Context: an optimization exercise on an open-source flow, tuned for small area. The choices shown serve that exercise and are no tape-out recipe. Function was checked by simulation only, so behaviour that the tests miss may differ from the original. Power is estimated from default activity; no workload was simulated.

// BCM
module BCM(input clk, rst, input pre, post,
           output signed [17:0] w, r1, r2, o1);
reg  [6:0]  l1;            
reg  [16:7] h1;            
reg         b1;            
reg         sp1;           
reg  [7:0]  l2;            
reg  [16:8] h2;            
reg         b2;
reg         sp2;
reg  [9:0]  wl;
reg  [17:10] wh;
reg         wc;
reg  [7:0]  q;             
reg  [7:0]  d1;            
reg  [12:0] m;             
reg  [12:0] dw;
reg  [2:0]  h;             
wire [15:7] r1h;
BCM_rca #(9) u_r1h (.a(h1[15:7]), .b(~{4'b0, h1[16:12]}), .ci(~b1), .s(r1h), .co());
wire [16:0] t1 = {sp1, sp1 ? 9'd0 : r1h, l1};
wire [6:0]  l1n;
wire        c1n;
BCM_rca #(7) u_r1l (.a(t1[6:0]), .b(~t1[11:5]), .ci(1'b1), .s(l1n), .co(c1n));
wire [15:8] r2h;
BCM_rca #(8) u_r2h (.a(h2[15:8]), .b(~{3'b0, h2[16:12]}), .ci(~b2), .s(r2h), .co());
wire [16:0] t2 = {sp2, sp2 ? 8'd0 : r2h, l2};
wire [7:0]  l2n;
wire        c2n;
BCM_rca #(8) u_r2l (.a(t2[7:0]), .b(~t2[11:4]), .ci(1'b1), .s(l2n), .co(c2n));
  ...
Size: about 340 cells after synthesis.
Settings: LEC_CHECK=0, CAP_MARGIN=20, CORE_MARGIN=2, CORE_UTILIZATION=75, CTS_BUF_LIST=sky130_fd_sc_hd__clkbuf_8, SLEW_MARGIN=20; clock period 5.0 ns.
standard.sh (not shown) runs the stock make flow with config.mk's settings and CLKGATE_MAP_FILE= SYNTH_SCRIPT=/design/flow/synth_recipe.tcl, a recipe that flattens the netlist after the stock synthesis.
==> flow/flow/run.sh <==
#!/bin/bash
# Standard layout with three changes:
#  - the port buffers use the smallest buffer (sky130_fd_sc_hd__buf_1)
#    instead of the one buffer_ports picks by default;
#  - clock tree synthesis does not add dummy loads;
#  - Yosys's synth runs without its generic abc pass (-noabc), so the
#    full-adder extraction sees the adders as the RTL writes them.
# Each tool's output goes to the ORFS logs under orfs/logs, and the whole
# make output to standard.log.
set -euo pipefail
export BUFFER_PORTS_ARGS="-buffer_cell sky130_fd_sc_hd__buf_1"
export CTS_ARGS="-sink_clustering_enable -repair_clock_nets -dont_use_dummy_load -buf_list sky130_fd_sc_hd__clkbuf_8 -sink_clustering_size 30"
export SYNTH_ARGS="-noabc"
bash standard.sh > standard.log 2>&1
Change:
Settings changed: CORE_UTILIZATION 75 to 40.
Die area went up by 82%.
Clock-buffer cell count does not change.
Clock skew went up by 0.0061 ns.
Total power went down by 2.2%.
Final cell count went up by 14%.

---

The RTL this note starts from:
==> flow/design.v <==
module BCM_rca #(parameter N = 8) (input [N-1:0] a, b, input ci,
                                   output [N-1:0] s, output co);
  wire [N:0] c;
  assign c[0] = ci;
  genvar i;
  generate for (i = 0; i < N; i = i + 1) begin : bit_
    assign s[i]   = a[i] ^ b[i] ^ c[i];
    assign c[i+1] = (a[i] & b[i]) | (c[i] & (a[i] ^ b[i]));
  end endgenerate
  assign co = c[N];
endmodule
module BCM(input clk, rst, input pre, post,
           output signed [17:0] w, r1, r2, o1);
reg  [6:0]  l1;            
reg  [16:7] h1;            
reg         c1;            
reg         sp1;           
reg  [7:0]  l2;            
reg  [16:8] h2;            
reg         c2;
reg         sp2;
reg  [9:0]  wl;
reg  [17:10] wh;
reg         wc;
reg  [7:0]  q;             
reg  [7:0]  d1;            
reg  [12:0] m;             
reg  [12:0] dw;
reg  [2:0]  h;             
wire [15:7] r1h;
BCM_rca #(9) u_r1h (.a(h1[15:7]), .b(~{4'b0, h1[16:12]}), .ci(c1), .s(r1h), .co());
wire [16:0] t1 = {sp1, sp1 ? 9'd0 : r1h, l1};
wire [6:0]  l1n;
wire        c1n;
BCM_rca #(7) u_r1l (.a(t1[6:0]), .b(~t1[11:5]), .ci(1'b1), .s(l1n), .co(c1n));
wire [15:8] r2h;
BCM_rca #(8) u_r2h (.a(h2[15:8]), .b(~{3'b0, h2[16:12]}), .ci(c2), .s(r2h), .co());
wire [16:0] t2 = {sp2, sp2 ? 8'd0 : r2h, l2};
wire [7:0]  l2n;
wire        c2n;
BCM_rca #(8) u_r2l (.a(t2[7:0]), .b(~t2[11:4]), .ci(1'b1), .s(l2n), .co(c2n));
wire [3:0] fa = h1[15:12];
wire [3:0] fb = h2[15:12];
wire [3:0] p1, p2, p3;
wire       pc1, pc2, pc3;
BCM_rca #(4) u_m1 (.a({1'b0, fa[3:1] & {3{fb[0]}}}), .b(fa & {4{fb[1]}}),
                   .ci(1'b0), .s(p1), .co(pc1));
BCM_rca #(4) u_m2 (.a({pc1, p1[3:1]}), .b(fa & {4{fb[2]}}),
                   .ci(1'b0), .s(p2), .co(pc2));
BCM_rca #(4) u_m3 (.a({pc2, p2[3:1]}), .b(fa & {4{fb[3]}}),
                   .ci(1'b0), .s(p3), .co(pc3));
wire [7:0] prod = {pc3, p3, p2[0], p1[0], fa[0] & fb[0]};
wire post_ok = ~(h[0] | h[1] | h[2]);
wire pre_ok  = ~h[0];
wire [7:0]  ga = (post & post_ok) ? d1 : 8'd0;
wire [9:0]  gb = (pre & pre_ok) ? h1[16:7] : 10'd0;    
wire [12:0] mdiff;
BCM_rca #(13) u_ms (.a({1'b0, ga, 4'b0}), .b(~{3'b0, gb}), .ci(1'b1),
                    .s(mdiff), .co());
wire [9:0]  wln;
wire        wcn;
wire [17:10] whn, wout;
BCM_rca #(10) u_wl (.a(wl), .b(dw[9:0]), .ci(1'b0), .s(wln), .co(wcn));
BCM_rca #(8)  u_wh (.a(wh), .b({{5{dw[12]}}, dw[12:10]}), .ci(wc), .s(whn), .co());
BCM_rca #(8)  u_wo (.a(wh), .b(8'd0), .ci(wc), .s(wout), .co());
wire wclr = rst | h[0] | h[1];
always @(posedge clk) begin
  h   <= {h[1:0], rst};
  sp1 <= rst | post;
  sp2 <= rst | pre;
  l1  <= (rst | post) ? 7'd0 : l1n;
  l2  <= (rst | pre)  ? 8'd0 : l2n;
  h1  <= t1[16:7];
  h2  <= t2[16:8];
  c1  <= c1n;
  c2  <= c2n;
  q   <= prod;
  d1  <= q;
  m   <= mdiff;
  dw  <= m;
  if (wclr) begin
    wl <= 10'd0;
    wh <= 8'd0;
    wc <= 1'b0;
  end else begin
    wl <= wln;
    wh <= whn;
    wc <= wcn;
  end
end
assign w  = {wout, wl};
assign r1 = {1'b0, t1};
assign o1 = {1'b0, t1};
assign r2 = {1'b0, t2};
endmodule
export LEC_CHECK = 0
export CAP_MARGIN = 20
export CORE_MARGIN = 2
export CORE_UTILIZATION = 40
export CTS_BUF_LIST = sky130_fd_sc_hd__clkbuf_8
export SLEW_MARGIN = 20
create_clock -name core_clock -period 5.0 [get_ports {clk}]
==> flow/flow/run.sh <==
#!/bin/bash
set -euo pipefail
export BUFFER_PORTS_ARGS="-buffer_cell sky130_fd_sc_hd__buf_1"
export CTS_ARGS="-sink_clustering_enable -repair_clock_nets -dont_use_dummy_load -buf_list sky130_fd_sc_hd__clkbuf_16 -sink_clustering_size 100 -sink_clustering_max_diameter 500"
bash standard.sh > standard.log 2>&1
The baseline finished with timing, DRC and antenna clean.
Change:
==> flow/run.sh (new file) <==
#!/bin/bash
# synth_recipe.tcl (not shown) runs the flow's synth.tcl, then flattens the netlist and writes it again
# the make line also repeats each setting of config.mk as NAME=value (left out here)
make -C /OpenROAD-flow-scripts/flow DESIGN_CONFIG=/design/flow/config.mk WORK_HOME=/design/flow/orfs CLKGATE_MAP_FILE= SYNTH_SCRIPT=/design/flow/synth_recipe.tcl finish
removed: flow/flow/run.sh
removed: flow/standard.sh
The new run ran to the end with no violations.
Hold slack improves by 5.4 ps.
Wire length goes up by about 2.8%.
Worst setup slack degrades by 200 ps.
Maximum frequency goes down by 4.3%.
Global-route usage goes up by 0.48 points.
Power goes up by about 6%.
Sequential share of layout area goes down by 3.8 points.
Utilization goes up by 4.4 points.
Final cell count goes up by about 1.2%.
Change:
==> flow/flow/run.sh (new file) <==
#!/bin/bash
# Standard layout with three changes:
#  - the port buffers use the smallest buffer (sky130_fd_sc_hd__buf_1)
#    instead of the one buffer_ports picks by default;
#  - clock tree synthesis does not add dummy loads;
#  - Yosys's synth runs without its generic abc pass (-noabc), so the
#    full-adder extraction sees the adders as the RTL writes them.
# Each tool's output goes to the ORFS logs under orfs/logs, and the whole
# make output to standard.log.
set -euo pipefail
export BUFFER_PORTS_ARGS="-buffer_cell sky130_fd_sc_hd__buf_1"
export CTS_ARGS="-sink_clustering_enable -repair_clock_nets -dont_use_dummy_load -buf_list sky130_fd_sc_hd__clkbuf_8 -sink_clustering_size 30"
export SYNTH_ARGS="-noabc"
bash standard.sh > standard.log 2>&1
==> flow/standard.sh (new file) <==
#!/bin/bash
# synth_recipe.tcl (not shown) runs the flow's synth.tcl, then flattens the netlist and writes it again
# the make line also repeats each setting of config.mk as NAME=value (left out here)
make -C /OpenROAD-flow-scripts/flow DESIGN_CONFIG=/design/flow/config.mk WORK_HOME=/design/flow/orfs CLKGATE_MAP_FILE= SYNTH_SCRIPT=/design/flow/synth_recipe.tcl "${@:-finish}"
removed: flow/run.sh
=>
- The changed run completed with no timing, DRC or antenna violations
- wire length shrinks by 6.3%
- count of clock-buffer cells in the layout shrinks by 2
- sequential power stays flat
- area after synthesis shrinks by 1.3%
Change:
==> flow/flow/run.sh (replaced) <==
#!/bin/bash
set -euo pipefail
export BUFFER_PORTS_ARGS="-buffer_cell sky130_fd_sc_hd__buf_1"
export CTS_ARGS="-sink_clustering_enable -repair_clock_nets -dont_use_dummy_load -buf_list sky130_fd_sc_hd__clkbuf_8 -sink_clustering_size 30"
bash standard.sh > standard.log 2>&1
Fmax increases by 5.8%.
Final area rose by 1.4%.
Routed wire length rose by 3.1%.
Combinational power goes up by about 1%.
Via count rose by 3.0%.
Synthesized area goes up by 1.3%.
Change:
==> flow/flow/run.sh (replaced) <==
#!/bin/bash
# Standard layout, except that the port buffers use the smallest buffer
# (sky130_fd_sc_hd__buf_1) instead of the one buffer_ports picks by default.
set -euo pipefail
export BUFFER_PORTS_ARGS="-buffer_cell sky130_fd_sc_hd__buf_1"
bash standard.sh > standard.log 2>&1
What happened:
- The new run finished with timing, DRC and antenna clean
- synthesized area does not change
- worst hold slack gets better by 11 ps
- design area went up by 1.3%
- core utilization went up by 0.58 points

[re-timing with driven ports]
Ports are ideal in the flow. The routed layouts listed here were re-timed in OpenROAD.
Step 1 assumes that a clkbuf_16 drives the clock port and a buf_2 every other input.
Step 2 adds t to the input delays and takes it off the output delays; t is the mean of the earliest and latest rising clock arrival at the registers after step 1. Input paths then give back, and output paths get back, about the clock's delay inside the block.
Three values: ideal ports, drivers, drivers and shift; two values: the first two.
run	t, ns	slack for setup (ns)	worst data-port slew with drivers (ns)
the first run of note 1	0.370	0.152 / 0.124 / 0.286	0.05
the second run of note 1	0.366	0.262 / 0.231 / 0.343	0.05
the first run of note 2	0.361	0.510 / 0.523 / 0.162	0.03
the second run of note 2	0.382	0.307 / 0.274 / 0.084	0.03
the third run of note 2	0.373	0.278 / 0.246 / 0.224	0.03
the fourth run of note 2	0.363	0.538 / 0.546 / 0.183	0.03
the fifth run of note 2	0.369	0.547 / 0.556 / 0.186	0.03
After both steps setup and hold are still met in every run listed. The setup slack of the fifth run of note 2, which loses most, moves by +0.009 ns with the drivers and by -0.361 ns with both steps.
